Source: an optimization exercise on an open RTL-to-GDS flow (aim: small area and a short achievable clock period). Production flows keep margins and buffers that such runs may drop.
Only simulation tests tie the RTL to the original design; equivalence was not proved.
Power is estimated from default activity; no workload was simulated.

===== run.sh =====
#!/bin/bash
# synth_recipe.tcl (not shown) runs the flow's synth.tcl, then flattens the netlist and writes it again
# the make line also repeats each setting of config.mk as NAME=value (left out here)
make -C /OpenROAD-flow-scripts/flow DESIGN_CONFIG=/design/flow/config.mk WORK_HOME=/design/flow/orfs CLKGATE_MAP_FILE= SYNTH_SCRIPT=/design/flow/synth_recipe.tcl finish

===== config.mk =====
export PLATFORM = sky130hd
export DESIGN_NAME = fc2
export DESIGN_NICKNAME = fc2
export VERILOG_FILES = /design/flow/design.v
export SDC_FILE = /design/flow/constraint.sdc
export NUM_CORES = 8
export LEC_CHECK = 0
export CAP_MARGIN = 20
export CORE_MARGIN = 2
export CORE_UTILIZATION = 45
export CTS_CLUSTER_DIAMETER = 100
export CTS_CLUSTER_SIZE = 20
export SETUP_SLACK_MARGIN = 4.75
export SLEW_MARGIN = 20
export SYNTH_HIERARCHICAL = 1

===== design.v =====
module fc2_column #(
    parameter logic [7:0] BIAS = 8'h00
) (
    input  logic        clk,
    input  logic [7:0]  weight,
    input  logic [12:0] m1, m2, m3, n1, n2,
    input  logic        xmin,
    input  logic        first,
    output logic [23:0] acc,    
    output logic [3:0] cb,    
    output logic        rb     
);
    localparam logic [23:0] INIT = {{8{BIAS[7]}}, BIAS, 8'h80} + 24'd11534336;
    logic [11:0] sel, sel_d;
    logic [23:0] acc_in, acc_d;
    logic [3:0] cb_in, cb_d;
    logic ovf;
    logic sn1;
    logic sn3;
    logic sn5;
    logic sn7;
    logic sn9;
    logic sn11;
    logic sn13;
    logic sn15;
    logic sn17;
    logic sn19;
    logic sn21;
    logic sn23;
    logic sn25;
    logic pp27;
    logic sn28;
    logic sn30;
    logic sn32;
    logic sn34;
    logic sn36;
    logic sn38;
    logic sn40;
    logic sn42;
    logic sn44;
    logic sn46;
    logic sn48;
    logic sn50;
    logic sn52;
    logic pp54;
    logic sn55;
    logic sn57;
    logic sn59;
    logic sn61;
    logic sn63;
    logic sn65;
    logic sn67;
    logic sn69;
    logic sn71;
    logic sn73;
    logic sn75;
    logic sn77;
    logic sn79;
    logic pp81;
    logic sn82;
    logic sn84;
    logic sn86;
    logic sn88;
    logic sn90;
    logic sn92;
    logic sn94;
    logic sn96;
    logic sn98;
    logic sn100;
    logic sn102;
    logic sn104;
    logic sn106;
    logic pp108;
    logic s109;
    logic c110;
    logic s112;
    logic c113;
    logic s115;
    logic c116;
    logic s118;
    logic c119;
    logic s121;
    logic c122;
    logic s124;
    logic c125;
    logic s127;
    logic c128;
    logic s130;
    logic c131;
    logic s133;
    logic c134;
    logic s136;
    logic c137;
    logic s139;
    logic c140;
    logic s142;
    logic c143;
    logic s145;
    logic c146;
    logic s148;
    logic c149;
    logic s151;
    logic c152;
    logic s154;
    logic c155;
    logic s157;
    logic c158;
    logic s160;
    logic c161;
    logic s163;
    logic c164;
    logic s166;
    logic c167;
    logic s169;
    logic c170;
    logic s172;
    logic c173;
    logic s175;
    logic c176;
    logic s178;
    logic c179;
    logic s181;
    logic c182;
    logic s184;
    logic c185;
    logic s187;
    logic c188;
    logic s190;
    logic c191;
    logic s193;
    logic c194;
    logic s196;
    logic c197;
    logic s199;
    logic c200;
    logic s202;
    logic c203;
    logic s205;
    logic c206;
    logic s208;
    logic c209;
    logic s211;
    logic c212;
    logic s214;
    logic c215;
    logic s217;
    logic c218;
    logic s220;
    logic c221;
    logic s223;
    logic c224;
    logic s226;
    logic c227;
    logic s229;
    logic c230;
    logic s232;
    logic c233;
    logic s235;
    logic c236;
    logic s238;
    logic c239;
    logic s241;
    logic c242;
    logic s244;
    logic c245;
    logic s247;
    logic c248;
    logic g250;
    logic ys251;
    logic p254;
    logic g255;
    logic p257;
    logic g258;
    logic p260;
    logic g261;
    logic p263;
    logic g264;
    logic p266;
    logic g267;
    logic p269;
    logic g270;
    logic p272;
    logic g273;
    logic p275;
    logic g276;
    logic gg278;
    logic gg280;
    logic pq281;
    logic gg283;
    logic pq284;
    logic gg286;
    logic pq287;
    logic gg289;
    logic gg291;
    logic gg293;
    logic pq294;
    logic gg296;
    logic pq297;
    logic gg299;
    logic gg301;
    logic gg303;
    logic gg305;
    logic gg307;
    logic ys309;
    logic ys311;
    logic ys313;
    logic ys315;
    logic ys317;
    logic ys319;
    logic ys321;
    logic ys323;
    logic g325;
    logic ys326;
    logic p329;
    logic g330;
    logic p332;
    logic g333;
    logic p335;
    logic g336;
    logic gg338;
    logic gg340;
    logic pq341;
    logic gg343;
    logic gg345;
    logic ys347;
    logic ys349;
    logic ys351;
    logic g353;
    logic ys354;
    logic p357;
    logic g358;
    logic p360;
    logic g361;
    logic p363;
    logic g364;
    logic gg366;
    logic gg368;
    logic pq369;
    logic gg371;
    logic gg373;
    logic ys375;
    logic ys377;
    logic ys379;
    logic g381;
    logic ys382;
    logic p385;
    logic g386;
    logic p388;
    logic g389;
    logic p391;
    logic g392;
    logic gg394;
    logic gg396;
    logic pq397;
    logic gg399;
    logic gg401;
    logic ys403;
    logic ys405;
    logic ys407;
    logic g409;
    logic ys410;
    logic p413;
    logic p414;
    logic gg415;
    logic gg417;
    logic ys419;
    logic ys421;
    for (genvar k = 0; k < 4; k = k + 1) begin : dig
        assign sel_d[3*k]     = ~weight[2*k+1] &  weight[2*k];
        assign sel_d[3*k + 1] =  weight[2*k+1] & ~weight[2*k];
        assign sel_d[3*k + 2] =  weight[2*k+1] &  weight[2*k];
    end
    fc2_sel2 sl2 (.s0(sel[0]), .s2(sel[2]), .a(m1[0]), .c(m3[0]), .yn(sn1));
    fc2_sel sl4 (.s0(sel[0]), .s1(sel[1]), .s2(sel[2]), .a(m1[1]), .b(m2[1]), .c(m3[1]), .yn(sn3));
    fc2_sel sl6 (.s0(sel[0]), .s1(sel[1]), .s2(sel[2]), .a(m1[2]), .b(m2[2]), .c(m3[2]), .yn(sn5));
    fc2_sel sl8 (.s0(sel[0]), .s1(sel[1]), .s2(sel[2]), .a(m1[3]), .b(m2[3]), .c(m3[3]), .yn(sn7));
    fc2_sel sl10 (.s0(sel[0]), .s1(sel[1]), .s2(sel[2]), .a(m1[4]), .b(m2[4]), .c(m3[4]), .yn(sn9));
    fc2_sel sl12 (.s0(sel[0]), .s1(sel[1]), .s2(sel[2]), .a(m1[5]), .b(m2[5]), .c(m3[5]), .yn(sn11));
    fc2_sel sl14 (.s0(sel[0]), .s1(sel[1]), .s2(sel[2]), .a(m1[6]), .b(m2[6]), .c(m3[6]), .yn(sn13));
    fc2_sel sl16 (.s0(sel[0]), .s1(sel[1]), .s2(sel[2]), .a(m1[7]), .b(m2[7]), .c(m3[7]), .yn(sn15));
    fc2_sel sl18 (.s0(sel[0]), .s1(sel[1]), .s2(sel[2]), .a(m1[8]), .b(m2[8]), .c(m3[8]), .yn(sn17));
    fc2_sel sl20 (.s0(sel[0]), .s1(sel[1]), .s2(sel[2]), .a(m1[9]), .b(m2[9]), .c(m3[9]), .yn(sn19));
    fc2_sel sl22 (.s0(sel[0]), .s1(sel[1]), .s2(sel[2]), .a(m1[10]), .b(m2[10]), .c(m3[10]), .yn(sn21));
    fc2_sel sl24 (.s0(sel[0]), .s1(sel[1]), .s2(sel[2]), .a(m1[11]), .b(m2[11]), .c(m3[11]), .yn(sn23));
    fc2_sel sl26 (.s0(sel[0]), .s1(sel[1]), .s2(sel[2]), .a(m1[12]), .b(m2[12]), .c(m3[12]), .yn(sn25));
    assign pp27 = ~sn25;
    fc2_sel2 sl29 (.s0(sel[3]), .s2(sel[5]), .a(m1[0]), .c(m3[0]), .yn(sn28));
    fc2_sel sl31 (.s0(sel[3]), .s1(sel[4]), .s2(sel[5]), .a(m1[1]), .b(m2[1]), .c(m3[1]), .yn(sn30));
    fc2_sel sl33 (.s0(sel[3]), .s1(sel[4]), .s2(sel[5]), .a(m1[2]), .b(m2[2]), .c(m3[2]), .yn(sn32));
    fc2_sel sl35 (.s0(sel[3]), .s1(sel[4]), .s2(sel[5]), .a(m1[3]), .b(m2[3]), .c(m3[3]), .yn(sn34));
    fc2_sel sl37 (.s0(sel[3]), .s1(sel[4]), .s2(sel[5]), .a(m1[4]), .b(m2[4]), .c(m3[4]), .yn(sn36));
    fc2_sel sl39 (.s0(sel[3]), .s1(sel[4]), .s2(sel[5]), .a(m1[5]), .b(m2[5]), .c(m3[5]), .yn(sn38));
    fc2_sel sl41 (.s0(sel[3]), .s1(sel[4]), .s2(sel[5]), .a(m1[6]), .b(m2[6]), .c(m3[6]), .yn(sn40));
    fc2_sel sl43 (.s0(sel[3]), .s1(sel[4]), .s2(sel[5]), .a(m1[7]), .b(m2[7]), .c(m3[7]), .yn(sn42));
    fc2_sel sl45 (.s0(sel[3]), .s1(sel[4]), .s2(sel[5]), .a(m1[8]), .b(m2[8]), .c(m3[8]), .yn(sn44));
    fc2_sel sl47 (.s0(sel[3]), .s1(sel[4]), .s2(sel[5]), .a(m1[9]), .b(m2[9]), .c(m3[9]), .yn(sn46));
    fc2_sel sl49 (.s0(sel[3]), .s1(sel[4]), .s2(sel[5]), .a(m1[10]), .b(m2[10]), .c(m3[10]), .yn(sn48));
    fc2_sel sl51 (.s0(sel[3]), .s1(sel[4]), .s2(sel[5]), .a(m1[11]), .b(m2[11]), .c(m3[11]), .yn(sn50));
    fc2_sel sl53 (.s0(sel[3]), .s1(sel[4]), .s2(sel[5]), .a(m1[12]), .b(m2[12]), .c(m3[12]), .yn(sn52));
    assign pp54 = ~sn52;
    fc2_sel2 sl56 (.s0(sel[6]), .s2(sel[8]), .a(m1[0]), .c(m3[0]), .yn(sn55));
    fc2_sel sl58 (.s0(sel[6]), .s1(sel[7]), .s2(sel[8]), .a(m1[1]), .b(m2[1]), .c(m3[1]), .yn(sn57));
    fc2_sel sl60 (.s0(sel[6]), .s1(sel[7]), .s2(sel[8]), .a(m1[2]), .b(m2[2]), .c(m3[2]), .yn(sn59));
    fc2_sel sl62 (.s0(sel[6]), .s1(sel[7]), .s2(sel[8]), .a(m1[3]), .b(m2[3]), .c(m3[3]), .yn(sn61));
    fc2_sel sl64 (.s0(sel[6]), .s1(sel[7]), .s2(sel[8]), .a(m1[4]), .b(m2[4]), .c(m3[4]), .yn(sn63));
    fc2_sel sl66 (.s0(sel[6]), .s1(sel[7]), .s2(sel[8]), .a(m1[5]), .b(m2[5]), .c(m3[5]), .yn(sn65));
    fc2_sel sl68 (.s0(sel[6]), .s1(sel[7]), .s2(sel[8]), .a(m1[6]), .b(m2[6]), .c(m3[6]), .yn(sn67));
    fc2_sel sl70 (.s0(sel[6]), .s1(sel[7]), .s2(sel[8]), .a(m1[7]), .b(m2[7]), .c(m3[7]), .yn(sn69));
    fc2_sel sl72 (.s0(sel[6]), .s1(sel[7]), .s2(sel[8]), .a(m1[8]), .b(m2[8]), .c(m3[8]), .yn(sn71));
    fc2_sel sl74 (.s0(sel[6]), .s1(sel[7]), .s2(sel[8]), .a(m1[9]), .b(m2[9]), .c(m3[9]), .yn(sn73));
    fc2_sel sl76 (.s0(sel[6]), .s1(sel[7]), .s2(sel[8]), .a(m1[10]), .b(m2[10]), .c(m3[10]), .yn(sn75));
    fc2_sel sl78 (.s0(sel[6]), .s1(sel[7]), .s2(sel[8]), .a(m1[11]), .b(m2[11]), .c(m3[11]), .yn(sn77));
    fc2_sel sl80 (.s0(sel[6]), .s1(sel[7]), .s2(sel[8]), .a(m1[12]), .b(m2[12]), .c(m3[12]), .yn(sn79));
    assign pp81 = ~sn79;
    fc2_sel2 sl83 (.s0(sel[9]), .s2(sel[11]), .a(m1[0]), .c(n1[0]), .yn(sn82));
    fc2_sel sl85 (.s0(sel[9]), .s1(sel[10]), .s2(sel[11]), .a(m1[1]), .b(n2[1]), .c(n1[1]), .yn(sn84));
    fc2_sel sl87 (.s0(sel[9]), .s1(sel[10]), .s2(sel[11]), .a(m1[2]), .b(n2[2]), .c(n1[2]), .yn(sn86));
    fc2_sel sl89 (.s0(sel[9]), .s1(sel[10]), .s2(sel[11]), .a(m1[3]), .b(n2[3]), .c(n1[3]), .yn(sn88));
    fc2_sel sl91 (.s0(sel[9]), .s1(sel[10]), .s2(sel[11]), .a(m1[4]), .b(n2[4]), .c(n1[4]), .yn(sn90));
    fc2_sel sl93 (.s0(sel[9]), .s1(sel[10]), .s2(sel[11]), .a(m1[5]), .b(n2[5]), .c(n1[5]), .yn(sn92));
    fc2_sel sl95 (.s0(sel[9]), .s1(sel[10]), .s2(sel[11]), .a(m1[6]), .b(n2[6]), .c(n1[6]), .yn(sn94));
    fc2_sel sl97 (.s0(sel[9]), .s1(sel[10]), .s2(sel[11]), .a(m1[7]), .b(n2[7]), .c(n1[7]), .yn(sn96));
    fc2_sel sl99 (.s0(sel[9]), .s1(sel[10]), .s2(sel[11]), .a(m1[8]), .b(n2[8]), .c(n1[8]), .yn(sn98));
    fc2_sel sl101 (.s0(sel[9]), .s1(sel[10]), .s2(sel[11]), .a(m1[9]), .b(n2[9]), .c(n1[9]), .yn(sn100));
    fc2_sel sl103 (.s0(sel[9]), .s1(sel[10]), .s2(sel[11]), .a(m1[10]), .b(n2[10]), .c(n1[10]), .yn(sn102));
    fc2_sel sl105 (.s0(sel[9]), .s1(sel[10]), .s2(sel[11]), .a(m1[11]), .b(n2[11]), .c(n1[11]), .yn(sn104));
    fc2_sel sl107 (.s0(sel[9]), .s1(sel[10]), .s2(sel[11]), .a(m1[12]), .b(n2[12]), .c(n1[12]), .yn(sn106));
    assign pp108 = ~sn106;
    assign ovf = xmin & sel[10] & ~(|sel[8:0]);
    assign acc_in = first ? ~INIT : acc;
    assign cb_in = first ? ~4'd0 : cb;
    fc2_xnor hx111 (.a(sn13), .b(sn36), .y(s109));
    fc2_or ho111 (.a(sn13), .b(sn36), .y(c110));
    fc2_fa fa114 (.a(sn15), .b(sn38), .c(sn61), .s(s112), .co(c113));
    fc2_fa fa117 (.a(sn17), .b(sn40), .c(sn63), .s(s115), .co(c116));
    fc2_fa fa120 (.a(sn19), .b(sn42), .c(sn65), .s(s118), .co(c119));
    fc2_xnor hx123 (.a(sn88), .b(acc_in[9]), .y(s121));
    fc2_or ho123 (.a(sn88), .b(acc_in[9]), .y(c122));
    fc2_fa fa126 (.a(sn21), .b(sn44), .c(sn67), .s(s124), .co(c125));
    fc2_xnor hx129 (.a(sn90), .b(acc_in[10]), .y(s127));
    fc2_or ho129 (.a(sn90), .b(acc_in[10]), .y(c128));
    fc2_fa fa132 (.a(sn23), .b(sn46), .c(sn69), .s(s130), .co(c131));
    fc2_xnor hx135 (.a(sn92), .b(acc_in[11]), .y(s133));
    fc2_or ho135 (.a(sn92), .b(acc_in[11]), .y(c134));
    fc2_fa fa138 (.a(sn48), .b(sn71), .c(sn94), .s(s136), .co(c137));
    fc2_xnor hx141 (.a(acc_in[12]), .b(pp27), .y(s139));
    fc2_or ho141 (.a(acc_in[12]), .b(pp27), .y(c140));
    fc2_fa fa144 (.a(sn50), .b(sn73), .c(sn96), .s(s142), .co(c143));
    fc2_xnor hx147 (.a(acc_in[13]), .b(cb_in[1]), .y(s145));
    fc2_or ho147 (.a(acc_in[13]), .b(cb_in[1]), .y(c146));
    fc2_fa fa150 (.a(sn75), .b(sn98), .c(acc_in[14]), .s(s148), .co(c149));
    fc2_xnor hx153 (.a(sn9), .b(sn32), .y(s151));
    fc2_or ho153 (.a(sn9), .b(sn32), .y(c152));
    fc2_fa fa156 (.a(sn11), .b(sn34), .c(sn57), .s(s154), .co(c155));
    fc2_fa fa159 (.a(sn59), .b(sn82), .c(acc_in[6]), .s(s157), .co(c158));
    fc2_fa fa162 (.a(sn84), .b(acc_in[7]), .c(c110), .s(s160), .co(c161));
    fc2_fa fa165 (.a(sn86), .b(acc_in[8]), .c(c113), .s(s163), .co(c164));
    fc2_fa fa168 (.a(cb_in[0]), .b(c116), .c(s121), .s(s166), .co(c167));
    fc2_fa fa171 (.a(c122), .b(c119), .c(s127), .s(s169), .co(c170));
    fc2_fa fa174 (.a(c128), .b(c125), .c(s133), .s(s172), .co(c173));
    fc2_fa fa177 (.a(c134), .b(c131), .c(s136), .s(s175), .co(c176));
    fc2_fa fa180 (.a(c140), .b(c137), .c(s145), .s(s178), .co(c179));
    fc2_fa fa183 (.a(pp54), .b(c146), .c(c143), .s(s181), .co(c182));
    fc2_fa fa186 (.a(sn77), .b(sn100), .c(acc_in[15]), .s(s184), .co(c185));
    fc2_xnor hx189 (.a(sn102), .b(acc_in[16]), .y(s187));
    fc2_or ho189 (.a(sn102), .b(acc_in[16]), .y(c188));
    fc2_xnor hx192 (.a(sn104), .b(acc_in[17]), .y(s190));
    fc2_or ho192 (.a(sn104), .b(acc_in[17]), .y(c191));
    fc2_xnor hx195 (.a(~(~ovf)), .b(acc_in[18]), .y(s193));
    fc2_or ho195 (.a(~(~ovf)), .b(acc_in[18]), .y(c194));
    fc2_xnor hx198 (.a(sn5), .b(sn28), .y(s196));
    fc2_or ho198 (.a(sn5), .b(sn28), .y(c197));
    fc2_fa fa201 (.a(sn7), .b(sn30), .c(acc_in[3]), .s(s199), .co(c200));
    fc2_fa fa204 (.a(sn55), .b(acc_in[4]), .c(s151), .s(s202), .co(c203));
    fc2_fa fa207 (.a(acc_in[5]), .b(c152), .c(s154), .s(s205), .co(c206));
    fc2_fa fa210 (.a(s109), .b(c155), .c(s157), .s(s208), .co(c209));
    fc2_fa fa213 (.a(s112), .b(c158), .c(s160), .s(s211), .co(c212));
    fc2_fa fa216 (.a(s115), .b(c161), .c(s163), .s(s214), .co(c215));
    fc2_fa fa219 (.a(s118), .b(c164), .c(s166), .s(s217), .co(c218));
    fc2_fa fa222 (.a(s124), .b(c167), .c(s169), .s(s220), .co(c221));
    fc2_fa fa225 (.a(s130), .b(c170), .c(s172), .s(s223), .co(c224));
    fc2_fa fa228 (.a(s139), .b(c173), .c(s175), .s(s226), .co(c227));
    fc2_fa fa231 (.a(s142), .b(c176), .c(s178), .s(s229), .co(c230));
    fc2_fa fa234 (.a(s148), .b(c179), .c(s181), .s(s232), .co(c233));
    fc2_fa fa237 (.a(c149), .b(s184), .c(c182), .s(s235), .co(c236));
    fc2_fa fa240 (.a(pp81), .b(s187), .c(c185), .s(s238), .co(c239));
    fc2_fa fa243 (.a(cb_in[2]), .b(c188), .c(s190), .s(s241), .co(c242));
    fc2_fa fa246 (.a(pp108), .b(c191), .c(s193), .s(s244), .co(c245));
    fc2_xnor hx249 (.a(acc_in[19]), .b(c194), .y(s247));
    fc2_or ho249 (.a(acc_in[19]), .b(c194), .y(c248));
    fc2_or u252 (.a(sn1), .b(acc_in[0]), .y(g250));
    fc2_xnor u253 (.a(sn1), .b(acc_in[0]), .y(ys251));
    fc2_ha u256 (.a(sn3), .b(acc_in[1]), .s(p254), .co(g255));
    fc2_ha u259 (.a(acc_in[2]), .b(s196), .s(p257), .co(g258));
    fc2_ha u262 (.a(c197), .b(s199), .s(p260), .co(g261));
    fc2_ha u265 (.a(c200), .b(s202), .s(p263), .co(g264));
    fc2_ha u268 (.a(c203), .b(s205), .s(p266), .co(g267));
    fc2_ha u271 (.a(c206), .b(s208), .s(p269), .co(g270));
    fc2_ha u274 (.a(c209), .b(s211), .s(p272), .co(g273));
    fc2_ha u277 (.a(c212), .b(s214), .s(p275), .co(g276));
    fc2_g u279 (.gh(g255), .ph(p254), .gl(g250), .g(gg278));
    fc2_gp u282 (.gh(g261), .ph(p260), .gl(g258), .pl(p257), .g(gg280), .p(pq281));
    fc2_gp u285 (.gh(g267), .ph(p266), .gl(g264), .pl(p263), .g(gg283), .p(pq284));
    fc2_gp u288 (.gh(g273), .ph(p272), .gl(g270), .pl(p269), .g(gg286), .p(pq287));
    fc2_g u290 (.gh(g258), .ph(p257), .gl(gg278), .g(gg289));
    fc2_g u292 (.gh(gg280), .ph(pq281), .gl(gg278), .g(gg291));
    fc2_gp u295 (.gh(g270), .ph(p269), .gl(gg283), .pl(pq284), .g(gg293), .p(pq294));
    fc2_gp u298 (.gh(gg286), .ph(pq287), .gl(gg283), .pl(pq284), .g(gg296), .p(pq297));
    fc2_g u300 (.gh(g264), .ph(p263), .gl(gg291), .g(gg299));
    fc2_g u302 (.gh(gg283), .ph(pq284), .gl(gg291), .g(gg301));
    fc2_g u304 (.gh(gg293), .ph(pq294), .gl(gg291), .g(gg303));
    fc2_g u306 (.gh(gg296), .ph(pq297), .gl(gg291), .g(gg305));
    fc2_g u308 (.gh(g276), .ph(p275), .gl(gg305), .g(gg307));
    fc2_xor u310 (.a(p254), .b(g250), .y(ys309));
    fc2_xor u312 (.a(p257), .b(gg278), .y(ys311));
    fc2_xor u314 (.a(p260), .b(gg289), .y(ys313));
    fc2_xor u316 (.a(p263), .b(gg291), .y(ys315));
    fc2_xor u318 (.a(p266), .b(gg299), .y(ys317));
    fc2_xor u320 (.a(p269), .b(gg301), .y(ys319));
    fc2_xor u322 (.a(p272), .b(gg303), .y(ys321));
    fc2_xor u324 (.a(p275), .b(gg305), .y(ys323));
    fc2_or u327 (.a(c215), .b(s217), .y(g325));
    fc2_xnor u328 (.a(c215), .b(s217), .y(ys326));
    fc2_ha u331 (.a(c218), .b(s220), .s(p329), .co(g330));
    fc2_ha u334 (.a(c221), .b(s223), .s(p332), .co(g333));
    fc2_ha u337 (.a(c224), .b(s226), .s(p335), .co(g336));
    fc2_g u339 (.gh(g330), .ph(p329), .gl(g325), .g(gg338));
    fc2_gp u342 (.gh(g336), .ph(p335), .gl(g333), .pl(p332), .g(gg340), .p(pq341));
    fc2_g u344 (.gh(g333), .ph(p332), .gl(gg338), .g(gg343));
    fc2_g u346 (.gh(gg340), .ph(pq341), .gl(gg338), .g(gg345));
    fc2_xor u348 (.a(p329), .b(g325), .y(ys347));
    fc2_xor u350 (.a(p332), .b(gg338), .y(ys349));
    fc2_xor u352 (.a(p335), .b(gg343), .y(ys351));
    fc2_or u355 (.a(c227), .b(s229), .y(g353));
    fc2_xnor u356 (.a(c227), .b(s229), .y(ys354));
    fc2_ha u359 (.a(c230), .b(s232), .s(p357), .co(g358));
    fc2_ha u362 (.a(c233), .b(s235), .s(p360), .co(g361));
    fc2_ha u365 (.a(c236), .b(s238), .s(p363), .co(g364));
    fc2_g u367 (.gh(g358), .ph(p357), .gl(g353), .g(gg366));
    fc2_gp u370 (.gh(g364), .ph(p363), .gl(g361), .pl(p360), .g(gg368), .p(pq369));
    fc2_g u372 (.gh(g361), .ph(p360), .gl(gg366), .g(gg371));
    fc2_g u374 (.gh(gg368), .ph(pq369), .gl(gg366), .g(gg373));
    fc2_xor u376 (.a(p357), .b(g353), .y(ys375));
    fc2_xor u378 (.a(p360), .b(gg366), .y(ys377));
    fc2_xor u380 (.a(p363), .b(gg371), .y(ys379));
    fc2_or u383 (.a(c239), .b(s241), .y(g381));
    fc2_xnor u384 (.a(c239), .b(s241), .y(ys382));
    fc2_ha u387 (.a(c242), .b(s244), .s(p385), .co(g386));
    fc2_ha u390 (.a(c245), .b(s247), .s(p388), .co(g389));
    fc2_ha u393 (.a(acc_in[20]), .b(c248), .s(p391), .co(g392));
    fc2_g u395 (.gh(g386), .ph(p385), .gl(g381), .g(gg394));
    fc2_gp u398 (.gh(g392), .ph(p391), .gl(g389), .pl(p388), .g(gg396), .p(pq397));
    fc2_g u400 (.gh(g389), .ph(p388), .gl(gg394), .g(gg399));
    fc2_g u402 (.gh(gg396), .ph(pq397), .gl(gg394), .g(gg401));
    fc2_xor u404 (.a(p385), .b(g381), .y(ys403));
    fc2_xor u406 (.a(p388), .b(gg394), .y(ys405));
    fc2_xor u408 (.a(p391), .b(gg399), .y(ys407));
    fc2_or u411 (.a(acc_in[21]), .b(cb_in[3]), .y(g409));
    fc2_xnor u412 (.a(acc_in[21]), .b(cb_in[3]), .y(ys410));
    assign p413 = ~acc_in[22];
    assign p414 = ~acc_in[23];
    fc2_g u416 (.gh(acc_in[22]), .ph(p413), .gl(g409), .g(gg415));
    fc2_g u418 (.gh(acc_in[23]), .ph(p414), .gl(gg415), .g(gg417));
    fc2_xor u420 (.a(p413), .b(g409), .y(ys419));
    fc2_xor u422 (.a(p414), .b(gg415), .y(ys421));
    assign acc_d = {ys421, ys419, ys410, ys407, ys405, ys403, ys382, ys379, ys377, ys375, ys354, ys351, ys349, ys347, ys326, ys323, ys321, ys319, ys317, ys315, ys313, ys311, ys309, ys251};
    assign cb_d = {gg401, gg373, gg345, gg307};
    always_ff @(posedge clk) begin
        sel <= sel_d;
        acc <= acc_d;
        cb <= cb_d;
    end
    assign rb = ~acc[8] & ~(&acc[7:0]);
endmodule
module fc2_group #(
    parameter logic [31:0] BIASES = '0    
) (
    input  logic        clk,
    input  logic [31:0] weight,
    input  logic [10:0] in_data,
    input  logic        load_n,
    output logic [79:0] res
);
    logic [12:0] xe, x1, x3, xn1;
    logic        xmin, load;
    logic [23:0] acc [0:3];
    logic [3:0] cb [0:3];
    logic [3:0] rb;
    assign xe = {{2{in_data[10]}}, in_data};
    always_ff @(posedge clk) begin
        x1 <= xe;
        x3 <= xe + {xe[11:0], 1'b0};
        xn1 <= -xe;
        xmin <= (in_data == 11'h400);
        load <= load_n;
    end
    genvar j;
    generate
        for (j = 0; j < 4; j = j + 1) begin : col
            fc2_column #(.BIAS(BIASES[(3-j)*8 +: 8])) fc (
                .clk(clk),
                .weight(weight[8*j +: 8]),
                .m1(x1),
                .m2({x1[11:0], 1'b0}),
                .m3(x3),
                .n1(xn1),
                .n2({xn1[11:0], 1'b0}),
                .xmin(xmin),
                .first(load),
                .acc(acc[j]),
                .cb(cb[j]),
                .rb(rb[j])
            );
            assign res[20*j +: 20] = {acc[j][23:9], cb[j], rb[j]};
        end
    endgenerate
endmodule
module fc2_fa (
    input  logic a, b, c,
    output logic s, co
);
    assign s = a ^ b ^ c;
    assign co = (a & b) | (c & (a ^ b));
endmodule
module fc2_ha (
    input  logic a, b,
    output logic s, co
);
    assign s = a ^ b;
    assign co = a & b;
endmodule
module fc2_xor (
    input  logic a, b,
    output logic y
);
    assign y = a ^ b;
endmodule
module fc2_gp (
    input  logic gh, ph, gl, pl,
    output logic g, p
);
    assign g = gh | (ph & gl);
    assign p = ph & pl;
endmodule
module fc2_g (
    input  logic gh, ph, gl,
    output logic g
);
    assign g = gh | (ph & gl);
endmodule
module fc2_sel2 (
    input  logic s0, s2, a, c,
    output logic yn
);
    assign yn = ~((s0 & a) | (s2 & c));
endmodule
module fc2_sel (
    input  logic s0, s1, s2, a, b, c,
    output logic yn
);
    assign yn = ~((s0 & a) | (s1 & b) | (s2 & c));
endmodule
module fc2_xnor (
    input  logic a, b,
    output logic y
);
    assign y = ~(a ^ b);
endmodule
module fc2_or (
    input  logic a, b,
    output logic y
);
    assign y = a | b;
endmodule
module fc2 (
    input clk,
    input rst_n,
    input logic [511:0] weight ,
    input  logic [10:0] in_data,
    input in_valid,
    output logic out_valid,
    output logic [15:0] sum
);
localparam logic [511:0] BIAS_FLAT = {
    8'h24, 8'h0E, 8'h01, 8'h02, 8'h1F, 8'h12, 8'hFE, 8'hEF,
    8'h1A, 8'hE5, 8'h08, 8'h19, 8'h3E, 8'hD0, 8'h25, 8'h07,
    8'h12, 8'hF0, 8'hBC, 8'hF6, 8'hFF, 8'h06, 8'hF7, 8'hFD,
    8'h0E, 8'h01, 8'hD4, 8'hE7, 8'hF4, 8'hE0, 8'hD1, 8'h3E,
    8'h09, 8'h20, 8'hC6, 8'hFA, 8'hFD, 8'h17, 8'hF4, 8'hF0,
    8'h12, 8'h17, 8'hF3, 8'h12, 8'h01, 8'h12, 8'h01, 8'h19,
    8'h23, 8'hB9, 8'hFB, 8'h12, 8'hD8, 8'hB2, 8'h19, 8'hE9,
    8'hE9, 8'h16, 8'h11, 8'hC5, 8'h1C, 8'h01, 8'h26, 8'hD8
};
logic       run, primed;
logic [7:0] ph, ph_n;
logic       load;
assign ph_n = (run || in_valid) ? ph + 8'd1 : ph;
always_ff @(posedge clk or negedge rst_n) begin
    if (!rst_n) begin
        run <= 1'b0;
        ph <= 8'd255;
        load <= 1'b0;
        primed <= 1'b0;
        out_valid <= 1'b0;
    end else begin
        if (in_valid) run <= 1'b1;
        ph <= ph_n;
        load <= (ph_n == 8'd0);
        if (run && ph == 8'd255) primed <= 1'b1;
        out_valid <= primed && (ph >= 8'd5) && (ph <= 8'd68);
    end
end
logic [19:0] res [0:63];
genvar g;
generate
    for (g = 0; g < 16; g = g + 1) begin : grp
        logic [79:0] gres;
        fc2_group #(.BIASES(BIAS_FLAT[(15 - g)*32 +: 32])) fg (
            .clk(clk),
            .weight(weight[32*g +: 32]),
            .in_data(in_data),
            .load_n(ph_n == 8'd0),
            .res(gres)
        );
        for (genvar j = 0; j < 4; j = j + 1) begin : ch
            assign res[4*g + j] = gres[20*j +: 20];
        end
    end
endgenerate
logic [19:0] sr [1:68];
logic [15:0] sr0;
logic [14:0] hi, t;
logic [3:0] cbt;
assign hi = ~sr[1][19:5];
assign cbt = ~sr[1][4:1];
assign t = hi + ({14'd0, cbt[0]} << 0) + ({14'd0, cbt[1]} << 4) + ({14'd0, cbt[2]} << 8) + ({14'd0, cbt[3]} << 12);
always_ff @(posedge clk) begin
    for (int k = 1; k < 5; k = k + 1) sr[k] <= sr[k+1];
    for (int k = 5; k < 68; k = k + 1) sr[k] <= ({20{load}} & res[k-5]) | sr[k+1];
    sr[68] <= {20{load}} & res[63];
    sr0 <= {t, sr[1][0]};
end
assign sum = sr0;
endmodule

===== constraint.sdc =====
create_clock -name core_clock -period 8.0 [get_ports {clk}]
set_input_delay 1.6000 -clock core_clock [delete_from_list [all_inputs] [get_ports {clk}]]
set_output_delay 1.6000 -clock core_clock [all_outputs]
set_load 0.01 [all_outputs]

==> results of run 1 <==
## cell type report
class                   instances  area (µm²)  share of cell area
multi-input cells           17900      178000               0.582
flip-flops and latches       4508       92200               0.301
repair buffers               1320       15300              0.0498
well taps                    8008       10000              0.0327
clock buffers                 322        7250              0.0237
inverters                     586        2200             0.00718
clock inverters                53         728             0.00238
diodes                        115         288            0.000939
## layer usage
metal	routed length, µm	global-route usage	up-vias	part of all wire
met5	666	0.00219	-	0.00080
met3	83500	0.0555	2113	0.10
met4	38500	0.107	58	0.046
li1	-	-	90800	-
met1	330000	0.332	99500	0.40
met2	383000	0.421	11000	0.46
## critical path: cells and delay by family (launching register included)
family | cells | cell delay [ns]
compound gates | 3 | 0.98
xor+xnor | 1 | 0.17
fa+ha+maj | 4 | 1.52
buf+inv | 1 | 0.16
flops | 1 | 0.41
## cell usage in the layout, fill, tap and decap left out, types with 790 or more instances in the layout
cell type	n
dfxtp_1	3429
a21o_1	2965
ha_1	1285
fa_1	2061
or2_1	2226
a222oi_1	3072
and2_1	790
xor2_1	1262
dfxtp_2	847
xnor2_1	1346
## flip-flops by register name (all words and copies together) (netlist names)
signal	cells
grp.fg.col.fc.acc	1536
sr	1360
grp.fg.col.fc.sel	768
grp.fg.col.fc.cb	256
grp.fg.xn1	208
grp.fg.x1	160
grp.fg.x3	160
grp.fg.load	16
grp.fg.xmin	16
sr0	16
ph	8
load	1
out_valid	1
primed	1
run	1
## worst min-delay path by stage
stage	startpoint	to	slack, ns	cells past startpoint
6_report	sr[4][18]$_DFF_P_	sr[3][18]$_DFF_P_	0.33	0
2_1_floorplan	sr[1][0]$_DFF_P_	sr0[0]$_DFF_P_	0.31	0
3_5_place_dp	sr[2][2]$_DFF_P_	sr[1][2]$_DFF_P_	0.31	0
3_3_place_gp	sr[3][5]$_DFF_P_	sr[2][5]$_DFF_P_	0.31	0
5_1_grt	sr[4][17]$_DFF_P_	sr[3][17]$_DFF_P_	0.33	0
4_1_cts	sr[3][8]$_DFF_P_	sr[2][8]$_DFF_P_	0.33	0
## power groups by stage
stage,sequential [mW],clock [mW],combinational [mW]
floorplan,37.8,0,78.0
global placement,40.8,0,92.7
detailed placement,40.8,0,95.1
CTS,40.3,15.5,97.6
global route,41.2,16.2,116
finish,40.4,15.0,103
## repair_timing
action	in CTS	in global routing
pin swaps	261	867
setup endpoints to repair	748	393
setup buffers	190	381
gates resized for setup	1051	851
hold endpoints to repair	0	0
cloned	8	37
## stage by stage
stage / cell area (µm²) / power, mW / cells
2_1_floorplan: 271000 / 116 / 23200
3_3_place_gp: 286000 / 134 / 31700
3_5_place_dp: 286000 / 136 / 31700
4_1_cts: 298000 / 153 / 32200
5_1_grt: 306000 / 174 / 32700
6_report: 306000 / 159 / 32800
==> impl_metrics.toml, run 1 <==
[run_status]
status = "complete, no violations"

[worst_setup_path]
crit_chain = "buf_8 -> a222oi_1 -> fa_2 -> fa_1 -> fa_1 -> ha_4 -> a21o_1 -> a21o_1 -> xor2_1"
critPathRequiredTime_ns = 8.92
path_class = "reg -> reg"
arrival_ns = 4.27
regToRegEndpoint = "grp[0].fg.col[1].fc.acc[16]$_DFF_P_"
crit_end = "grp[0].fg.col[1].fc.acc[16]$_DFF_P_"
rr_startpoint = "grp[0].fg.x1[10]$_DFF_P_"
reg2reg_slack_ns = 4.65
crit_slowest_cell = "a222oi_1"
critPathLaunchType = "flip-flop"
end_kind = "flip-flop"
ff2ff_path_depth = 9
cpPeakStageDelay_ns = 0.62
crit_start = "grp[0].fg.x1[10]$_DFF_P_"
path_max_fanout = 6

[flow_run]
max_cap_viol_count = 0

[detailed_routing]
drt-initial-drc-count = 34000
dr_total_vias = 203000
ant_nets = 0
routedWlPerCell_um = 25.5
drt-total-wl_um = 836000
route.detailed.drc = 0
viasPerCell = 6.21
first_pass_iters = 17

[cts]
numCtsBuffers = 274
clock-root-buffer = "clkbuf_16"
clock_latency_ns = 1.04
clock-sinks = 4508
htree_levels = 5
cts_tree = "yes"
cts.clk_slew.worst_paths_ns = 0.08
clk_path_buf_depth = 4
hold_buffers = 0

[floorplanning]
die_y_um = 780
core_region_area_um2 = 599000
dieArea_um2 = 608000
top_level_ports = 543
die_w_um = 780
rows = 284
initial_core_util = 0.452

[timing]
tns_ns = 0
fin_hold_ws_ns = 0.327
finalHoldViolations = 0
maxSlewHeadroom = 0.294
worst_slew_pin_slew_ns = 1.06
final_max_slew_viol_count = 0
post-route-min-period_ns = 3.35
fmax_mhz = 298
setup_ws_ns = 4.65
setup_viol = 0
finClkSkew_ns = 0.0770
period_share = 0.419
grt_setup_unrepaired = "yes"

[global_route]
grt_max_degree = 183
grt_pass1_wl_um = 1250000
antenna_found_initial = 149
grt_pass1_vias = 207000
grt_overflow = 0
track_usage = 0.258

[logic_synthesis]
syn_area_um2 = 271000
synth_nets = 27400
ys_warn_count = 102
synth_area_per_cell_um2 = 11.7
netlist_instances = 23200

[place]
gp_congestion = 0.870
place_ws_ns = 3.70
dp_hpwl_um = 552000
portBuffers = 542

[cells_and_area]
fillCellCount = 53000
fin_util = 0.512
drive_gt1_frac = 0.129
syn_to_final_growth_pct = 13.1
nets = 28800

[power]
comb_power_share = 0.651
internal_power_mw = 95.0
pwr-share-seq = 0.254
sw_frac_of_total = 0.402
p_sw_mw = 63.8
p_clk_frac = 0.094
peakVddDrop_uv = 250
leakage_nw = 128
power_density_nw_per_um2 = 518

[min_path]
hold_path_class = "reg -> reg"
==> run 2, diff against run 1 <==
--- a/config.mk
+++ b/config.mk
@@ -12,3 +12,3 @@
 export CTS_CLUSTER_SIZE = 20
-export SETUP_SLACK_MARGIN = 4.75
+export SETUP_SLACK_MARGIN = 4.65
 export SLEW_MARGIN = 20
==> impl_metrics.toml, run 2 <==
[floorplanning]
die_w_um = 780
initial_core_util = 0.452
top_level_ports = 543
dieArea_um2 = 608000
rows = 284
core_region_area_um2 = 599000
die_y_um = 780

[timing]
grt_setup_unrepaired = "yes"
final_max_slew_viol_count = 0
finClkSkew_ns = 0.0694
setup_viol = 0
fmax_mhz = 298
finalHoldViolations = 0
tns_ns = 0
post-route-min-period_ns = 3.35
setup_ws_ns = 4.65
worst_slew_pin_slew_ns = 1.09
maxSlewHeadroom = 0.275
period_share = 0.419

[cells_and_area]
regMostFlops = "grp.fg.col.fc.acc"
drive_gt1_frac = 0.102
fillCellCount = 53300
syn_to_final_growth_pct = 10.9
fin_util = 0.502
postLayoutCellArea_um2 = 300000
nets = 28400
final_common_cell = "dfxtp_1"
final_cell_mix = "3547 x dfxtp_1, 3072 x a222oi_1, 2965 x a21o_1"
largest_reg_flops = 1536
reg_top3 = "grp.fg.col.fc.acc x1536, sr x1360, grp.fg.col.fc.sel x768"

[cts]
cts.clk_slew.worst_paths_ns = 0.09
clock-root-buffer = "clkbuf_16"
clock-sinks = 4508
clock_latency_ns = 1.05
clk_path_buf_depth = 4
numCtsBuffers = 276
cts_tree = "yes"
hold_buffers = 0
htree_levels = 5

[place]
post_dp_cell_area_um2 = 286000
dp_hpwl_um = 555000
portBuffers = 542
gp_congestion = 0.879
place_ws_ns = 3.82

[flow_run]
max_cap_viol_count = 0

[global_route]
busiest_layer = "met2"
grt_max_degree = 162
grt_overflow = 0
use_met2 = 0.416
grt_pass1_vias = 206000
use_met3 = 0.0517
antenna_found_initial = 161
grt_use_met1 = 0.330
grt_pass1_wl_um = 1230000
track_usage = 0.255

[worst_setup_path]
rr_startpoint = "grp[0].fg.x1[10]$_DFF_P_"
arrival_ns = 4.25
path_class = "reg -> reg"
ff2ff_path_depth = 9
critPathRequiredTime_ns = 8.90
crit_end = "grp[0].fg.col[1].fc.acc[16]$_DFF_P_"
reg2reg_slack_ns = 4.65
path_max_fanout = 5
crit_start = "grp[0].fg.x1[10]$_DFF_P_"
end_kind = "flip-flop"
critPathLaunchType = "flip-flop"
regToRegEndpoint = "grp[0].fg.col[1].fc.acc[16]$_DFF_P_"

[logic_synthesis]
netlist_instances = 23200
syn_area_um2 = 271000
synth_nets = 27400
ys_warn_count = 102
synth_area_per_cell_um2 = 11.7

[detailed_routing]
dr_total_vias = 201000
viasPerCell = 6.18
first_pass_iters = 20
routedWlPerCell_um = 25.2
drt-initial-drc-count = 34400
route.detailed.drc = 0
drt-total-wl_um = 819000
ant_nets = 0

[min_path]
hold_path_class = "reg -> reg"

[power]
peakVddDrop_uv = 296
leakage_nw = 126
p_total_mw = 154
power_density_nw_per_um2 = 511

[run_status]
status = "complete, no violations"
run 2: cell types whose count changed in the layout (fill, tap and decap cells not counted), sizes merged:
cell           change
inv                +5
bufbuf             -2
bufinv             +2
dlygate4sd2       +16
clkbuf            -30
clkdlybuf4s15     -16
diode             -13
buf              -280
clkinvlp           -1
run 2: worst max-delay path, cell delays in order, from the launching register on:
cell and delay [ns]:
dfxtp_4 0.37, buf_12 0.14, a222oi_1 0.45, fa_1 0.53, fa_2 0.38, fa_1 0.49, or2_1 0.29, a21o_1 0.21
a21o_1 0.17, xor2_1 0.16
run 2: how the worst min path moves through the flow:
stage / start / cells past startpoint / to / slack (ns)
2_1_floorplan: sr[1][0]$_DFF_P_ / 0 / sr0[0]$_DFF_P_ / 0.31
3_3_place_gp: sr[3][17]$_DFF_P_ / 0 / sr[2][17]$_DFF_P_ / 0.31
3_5_place_dp: sr[2][0]$_DFF_P_ / 0 / sr[1][0]$_DFF_P_ / 0.31
4_1_cts: sr[2][18]$_DFF_P_ / 0 / sr[1][18]$_DFF_P_ / 0.33
5_1_grt: sr[2][4]$_DFF_P_ / 0 / sr[1][4]$_DFF_P_ / 0.33
6_report: sr[5][16]$_DFF_P_ / 0 / sr[4][16]$_DFF_P_ / 0.32
run 2: repair_timing:
item | CTS | global route
setup endpoints to repair | 708 | 344
pin swaps | 54 | 375
resized for setup | 450 | 831
cloned | 6 | 12
buffers inserted | 61 | 218
run 2: area by class of cell:
class                      count  area [µm²]  area share
inverter                     586        2200     0.00732
antenna                      102         255    0.000850
tap                         8008       10000      0.0334
multi-input combinational  17900      177000       0.588
sequential                  4508       91900       0.306
clock inverter                59         865     0.00288
timing repair buffer        1009       11400      0.0379
clock buffer                 321        7270      0.0242
run 2: layer usage:
metal | share of wire | up-vias
li1 | - | 90100
met1 | 0.40 | 98200
met2 | 0.46 | 10500
met3 | 0.096 | 1813
met4 | 0.042 | 60
met5 | 0.00047 | -
run 2: report_power, final:
part	switching (mW)	internal [mW]	total, mW
registers	6.52	33.9	40.4
logic	47.6	50.5	98.1
clock network	8.28	6.85	15.1
run 2: stage by stage:
step | hold slack (ns) | instances
after CTS | 0.327 | 32100
after global placement | 0.310 | 31700
after floorplan | 0.310 | 23200
after detailed placement | 0.312 | 31700
final | 0.323 | 32500
after global routing | 0.335 | 32400
==> run 3, diff against run 2 <==
--- a/design.v
+++ b/design.v
@@ -475,9 +475,9 @@
 module fc2_group #(
-    parameter logic [31:0] BIASES = '0    
+    parameter logic [63:0] BIASES = '0    
 ) (
     input  logic        clk,
-    input  logic [31:0] weight,
+    input  logic [63:0] weight,
     input  logic [10:0] in_data,
     input  logic        load_n,
-    output logic [79:0] res
+    output logic [159:0] res
 );
@@ -485,5 +485,5 @@
     logic        xmin, load;
-    logic [23:0] acc [0:3];
-    logic [3:0] cb [0:3];
-    logic [3:0] rb;
+    logic [23:0] acc [0:7];
+    logic [3:0] cb [0:7];
+    logic [7:0] rb;
     assign xe = {{2{in_data[10]}}, in_data};
@@ -498,4 +498,4 @@
     generate
-        for (j = 0; j < 4; j = j + 1) begin : col
-            fc2_column #(.BIAS(BIASES[(3-j)*8 +: 8])) fc (
+        for (j = 0; j < 8; j = j + 1) begin : col
+            fc2_column #(.BIAS(BIASES[(7-j)*8 +: 8])) fc (
                 .clk(clk),
@@ -615,7 +615,7 @@
 generate
-    for (g = 0; g < 16; g = g + 1) begin : grp
-        logic [79:0] gres;
-        fc2_group #(.BIASES(BIAS_FLAT[(15 - g)*32 +: 32])) fg (
+    for (g = 0; g < 8; g = g + 1) begin : grp
+        logic [159:0] gres;
+        fc2_group #(.BIASES(BIAS_FLAT[(7 - g)*64 +: 64])) fg (
             .clk(clk),
-            .weight(weight[32*g +: 32]),
+            .weight(weight[64*g +: 64]),
             .in_data(in_data),
@@ -624,4 +624,4 @@
         );
-        for (genvar j = 0; j < 4; j = j + 1) begin : ch
-            assign res[4*g + j] = gres[20*j +: 20];
+        for (genvar j = 0; j < 8; j = j + 1) begin : ch
+            assign res[8*g + j] = gres[20*j +: 20];
         end
--- a/config.mk
+++ b/config.mk
@@ -12,3 +12,3 @@
 export CTS_CLUSTER_SIZE = 20
-export SETUP_SLACK_MARGIN = 4.65
+export SETUP_SLACK_MARGIN = 4.6
 export SLEW_MARGIN = 20
==> impl_metrics.toml, run 3 <==
[cells_and_area]
final_common_cell = "dfxtp_1"
largest_reg_flops = 1536
regMostFlops = "grp.fg.col.fc.acc"
final_cells = 31200
fin_util = 0.512
nets = 27400
regArea_um2 = 85800
reg_top3 = "grp.fg.col.fc.acc x1536, sr x1360, grp.fg.col.fc.sel x768"
final_cell_mix = "3651 x dfxtp_1, 3072 x a222oi_1, 2955 x a21o_1"
drive_gt1_frac = 0.114
syn_to_final_growth_pct = 13.4
multi_input_area_um2 = 174000
fillCellCount = 50900
postLayoutCellArea_um2 = 294000

[place]
post-place-cells = 30200
dp_hpwl_um = 537000
post_dp_cell_area_um2 = 276000
gp_congestion = 0.851
portBuffers = 542

[timing]
setup_viol = 0
fmax_mhz = 287
tns_ns = 0
grt_setup_unrepaired = "yes"
finClkSkew_ns = 0.0643
post-route-min-period_ns = 3.49
worst_slew_pin_slew_ns = 1.14
maxSlewHeadroom = 0.239
final_max_slew_viol_count = 0
period_share = 0.436
finalHoldViolations = 0

[logic_synthesis]
synth_area_per_cell_um2 = 11.7
netlist_instances = 22200
syn_area_um2 = 259000
synth_nets = 26200
ys_warn_count = 78

[global_route]
track_usage = 0.278
grt_max_degree = 168
antenna_found_initial = 90
grt_pass1_wl_um = 1260000
grt_overflow = 0
grt_pass1_vias = 202000

[power]
p_clk_frac = 0.090
leakage_nw = 122
internal_power_mw = 93.7
power_density_nw_per_um2 = 538
comb_power_share = 0.667
p_sw_mw = 64.4
peakVddDrop_uv = 266
pwr-share-seq = 0.243
sw_frac_of_total = 0.407

[worst_setup_path]
cpPeakStageDelay_ns = 0.54
ff2ff_path_depth = 9
crit_chain = "buf_16 -> a222oi_1 -> fa_2 -> fa_1 -> fa_1 -> or2_1 -> a21o_1 -> a21o_1 -> xor2_1"
critPathRequiredTime_ns = 8.89
path_max_fanout = 13
crit_slowest_cell = "fa_2"
arrival_ns = 4.37
path_class = "reg -> reg"
end_kind = "flip-flop"
critPathLaunchType = "flip-flop"

[detailed_routing]
route.detailed.drc = 0
viasPerCell = 6.39
dr_total_vias = 199000
drt-initial-drc-count = 38000
routed-wl-met2_um = 391000
routedWlPerCell_um = 28.0
drt-total-wl_um = 873000
wl_met3_um = 95800
ant_nets = 0
maxUsedRoutingLayer = "met5"
first_pass_iters = 15
wl_met1_um = 336000

[run_status]
status = "complete, no violations"

[floorplanning]
rows = 278
dieArea_um2 = 582000
die_y_um = 763
core_region_area_um2 = 574000
top_level_ports = 543
die_w_um = 763
initial_core_util = 0.452

[cts]
hold_buffers = 0
numCtsBuffers = 262
clock-root-buffer = "clkbuf_16"
cts.clk_slew.worst_paths_ns = 0.09
cts_tree = "yes"
clock-sinks = 4228
clk_path_buf_depth = 4
clock_latency_ns = 1.01
htree_levels = 5

[flow_run]
max_cap_viol_count = 0

[min_path]
hold_depth = 0
hold_path_class = "reg -> reg"
==> run 3: repair_timing <==
action                                  4_1_cts  5_1_grt
endpoints found under the setup margin      969      326
pin swaps                                   135      636
cloned                                       38       49
resized for setup                           392      629
buffers inserted                            136      289
==> run 3: layout make-up <==
type	instances	area share
timing repair buffer	1239	0.0525
clock inverter	60	0.00259
inverter	454	0.00580
tap	7560	0.0322
multi-input combinational	17200	0.591
sequential	4228	0.292
antenna	99	0.000843
clock buffer	304	0.0235
==> run 3: worst max-delay path, delay by kind of cell, from the launching register on <==
| family | cells | cell delay [ns] |
|---|---|---|
| adders and majority gates | 3 | 1.41 |
| AOI/OAI and AO/OA | 3 | 0.79 |
| DFF | 1 | 0.50 |
| and+or+nand+nor | 1 | 0.27 |
| buffers and inverters | 1 | 0.24 |
| xor gates and xnor gates | 1 | 0.15 |
==> run 3: power by group through the flow <==
| stage | Combinational (mW) | Clock [mW] | Sequential [mW] |
|---|---|---|---|
| 5_1_grt | 118 | 15.5 | 39.2 |
| 6_report | 105 | 14.3 | 38.4 |
| 3_5_place_dp | 99.2 | 0 | 38.9 |
| 4_1_cts | 101 | 14.8 | 38.4 |
| 2_1_floorplan | 80.8 | 0 | 36.2 |
| 3_3_place_gp | 96.8 | 0 | 38.9 |
==> run 3: layer usage <==
layer / global-route usage / vias to the layer above
li1: - / 87100
met1: 0.357 / 97700
met2: 0.445 / 11900
met3: 0.0629 / 2446
met4: 0.128 / 40
met5: 0.000246 / -
==> run 3: worst paths after layout <==
path,startpoint,end,slack (ns)
worst max-delay path,grp[5].fg.x3[8]$_DFF_P_,grp[5].fg.col[0].fc.acc[16]$_DFF_P_,4.51
min in group asynchronous,rst_n,out_valid$_DFF_PN0_,0.96
worst min-delay path,sr[2][11]$_DFF_P_,sr[1][11]$_DFF_P_,0.32
worst max register to register,grp[5].fg.x3[8]$_DFF_P_,grp[5].fg.col[0].fc.acc[16]$_DFF_P_,4.51
max in group asynchronous,rst_n,load$_DFF_PN0_,6.62
worst min register to register,sr[2][11]$_DFF_P_,sr[1][11]$_DFF_P_,0.32
==> run 3: through the flow <==
stage                     hold slack (ns)  setup WS (ns)  total power [mW]
after detailed placement            0.312           3.66               138
after floorplan                     0.310           4.33               117
after CTS                           0.326           4.48               154
after global routing                0.330           4.45               173
final                               0.322           4.51               158
after global placement              0.311           3.72               136
==> run 4, diff against run 3 <==
--- a/config.mk
+++ b/config.mk
@@ -12,3 +12,3 @@
 export CTS_CLUSTER_SIZE = 20
-export SETUP_SLACK_MARGIN = 4.6
+export SETUP_SLACK_MARGIN = 4.55
 export SLEW_MARGIN = 20
==> impl_metrics.toml, run 4 <==
[run_status]
status = "complete, no violations"

[floorplanning]
initial_core_util = 0.452
dieArea_um2 = 582000
core_region_area_um2 = 574000
top_level_ports = 543
die_y_um = 763
rows = 278
die_w_um = 763

[cells_and_area]
regArea_um2 = 85600
syn_to_final_growth_pct = 11.9
reg_top3 = "grp.fg.col.fc.acc x1536, sr x1360, grp.fg.col.fc.sel x768"
drive_gt1_frac = 0.0952
final_cells = 31000
fillCellCount = 51000
nets = 27200
regMostFlops = "grp.fg.col.fc.acc"
final_cell_mix = "3773 x dfxtp_1, 3072 x a222oi_1, 2955 x a21o_1"
multi_input_area_um2 = 172000
final_common_cell = "dfxtp_1"
fin_util = 0.505
largest_reg_flops = 1536

[detailed_routing]
route.detailed.drc = 0
drt-initial-drc-count = 36000
viasPerCell = 6.38
dr_total_vias = 198000
first_pass_iters = 17
routedWlPerCell_um = 27.8
drt-total-wl_um = 860000
ant_nets = 0

[timing]
post-route-min-period_ns = 3.46
finalHoldViolations = 0
tns_ns = 0
finClkSkew_ns = 0.0555
setup_ws_ns = 4.54
maxSlewHeadroom = 0.241
grt_setup_unrepaired = "yes"
fmax_mhz = 289
setup_viol = 0
worst_slew_pin_slew_ns = 1.14
period_share = 0.432
final_max_slew_viol_count = 0

[worst_setup_path]
path_max_fanout = 14
critPathRequiredTime_ns = 8.85
reg2reg_slack_ns = 4.54
regToRegEndpoint = "grp[3].fg.col[6].fc.acc[16]$_DFF_P_"
critPathLaunchType = "flip-flop"
end_kind = "flip-flop"
ff2ff_path_depth = 9
arrival_ns = 4.31
rr_startpoint = "grp[3].fg.x1[8]$_DFF_P_"
path_class = "reg -> reg"

[global_route]
busiest_layer = "met2"
grt_pass1_vias = 200000
grt_overflow = 0
track_usage = 0.275
use_met2 = 0.441
use_met3 = 0.0648
antenna_found_initial = 107
grt_max_degree = 143
grt_use_met1 = 0.356
grt_pass1_wl_um = 1250000

[min_path]
min_from = "sr[3][12]$_DFF_P_"
hold_path_class = "reg -> reg"
hold_depth = 0
holdPathEnd = "sr[2][12]$_DFF_P_"

[cts]
clock-root-buffer = "clkbuf_16"
clock_latency_ns = 1.01
numCtsBuffers = 266
hold_buffers = 0
clk_path_buf_depth = 4
cts_tree = "yes"
clock-sinks = 4228
htree_levels = 5
cts.clk_slew.worst_paths_ns = 0.09

[power]
peakVddDrop_uv = 329
power_density_nw_per_um2 = 530
p_total_mw = 154
leakage_nw = 121

[logic_synthesis]
synth_nets = 26200
netlist_instances = 22200
syn_area_um2 = 259000
synth_area_per_cell_um2 = 11.7
ys_warn_count = 78

[place]
gp_congestion = 0.849
portBuffers = 542
place_ws_ns = 3.69
post-place-cells = 30200
dp_hpwl_um = 538000

[flow_run]
max_cap_viol_count = 0
[run 4: per-stage QoR]
| step | hold WS (ns) | cell area (µm²) |
|---|---|---|
| 2_1_floorplan | 0.310 | 261000 |
| 3_3_place_gp | 0.310 | 275000 |
| 3_5_place_dp | 0.312 | 275000 |
| 4_1_cts | 0.322 | 286000 |
| 5_1_grt | 0.327 | 290000 |
| 6_report | 0.322 | 290000 |
[run 4: worst max path at each step]
stage                                                   from                                  end  slack (ns)  cells past startpoint
after floorplan                     grp[1].fg.x1[10]$_DFF_P_  grp[1].fg.col[0].fc.acc[16]$_DFF_P_        4.33                      8
after global placement              grp[4].fg.x1[10]$_DFF_P_  grp[4].fg.col[1].fc.acc[16]$_DFF_P_        3.76                      9
after detailed placement            grp[1].fg.x1[10]$_DFF_P_  grp[1].fg.col[3].fc.acc[16]$_DFF_P_        3.69                      9
after CTS                 grp[2].fg.col[2].fc.sel[6]$_DFF_P_  grp[2].fg.col[2].fc.acc[16]$_DFF_P_        4.55                      8
after global routing                grp[1].fg.x1[10]$_DFF_P_  grp[1].fg.col[3].fc.acc[16]$_DFF_P_        4.44                      9
final                                grp[3].fg.x1[8]$_DFF_P_  grp[3].fg.col[6].fc.acc[16]$_DFF_P_        4.54                      9
[run 4: critical path, cell delays in order, from the launching register on]
cell and delay [ns]:
dfxtp_4 0.38, buf_12 0.18, a222oi_1 0.56, fa_2 0.56, fa_2 0.35, fa_1 0.47
or2_1 0.25, a21o_1 0.22, a21o_1 0.19, xor2_1 0.16
[run 4: timing repair]
action / CTS / global route
cloned: 19 / 34
gates resized for setup: 300 / 427
setup endpoints to repair: 849 / 292
setup buffers: 91 / 173
pin swaps: 56 / 381
[run 4: cell type report]
class | instances | share of cell area
Sequential cell | 4228 | 0.295
Tap cell | 7560 | 0.0326
Multi-Input combinational cell | 17200 | 0.594
Timing Repair Buffer | 1033 | 0.0443
Clock inverter | 69 | 0.00263
Antenna cell | 78 | 0.000673
Clock buffer | 310 | 0.0242
Inverter | 454 | 0.00588
[run 4: report_power, final]
group          switching, mW  internal (mW)  leakage, nW
Clock                   7.91           6.47         3.80
Combinational           49.0           51.9         81.2
Sequential              6.16           32.4         35.6
[run 4: metal layers]
metal	part of all wire	wire length, µm
met1	0.39	336000
met2	0.45	387000
met3	0.11	93700
met4	0.050	42900
met5	0.00084	723

==> separate check: timing with driven ports <==
The results above use ideal ports. As a check the final layouts listed here were re-extracted and re-timed, cells and wires unchanged. Step 1, drivers: a clkbuf_16 drives clk and a buf_2 each remaining input, both assumed. Step 2 times the ports against the registers' clock, not the clock port: input delays grow and output delays shrink by t, the midpoint of the rising clock arrivals with the driver on. Slacks: no drivers / after step 1 / after step 2; pairs: no drivers / after step 1.
| run | t (ns) | setup WS [ns] | clock arrival spread, ns | pins driven straight from the clock port |
|---|---|---|---|---|
| run 1 | 1.142 | 4.647 / 4.647 / 3.754 | 0.078 / 0.078 | 1 |
| run 2 | 1.139 | 4.650 / 4.650 / 3.752 | 0.095 / 0.095 | 1 |
| run 3 | 1.115 | 4.513 / 4.513 / 3.800 | 0.072 / 0.071 | 1 |
| run 4 | 1.119 | 4.541 / 4.541 / 3.771 | 0.061 / 0.062 | 1 |
After both steps setup and hold are still met in every run listed. For run 2, which loses most, drivers alone change the setup slack by 0.000 ns; drivers and shift together by -0.898 ns.
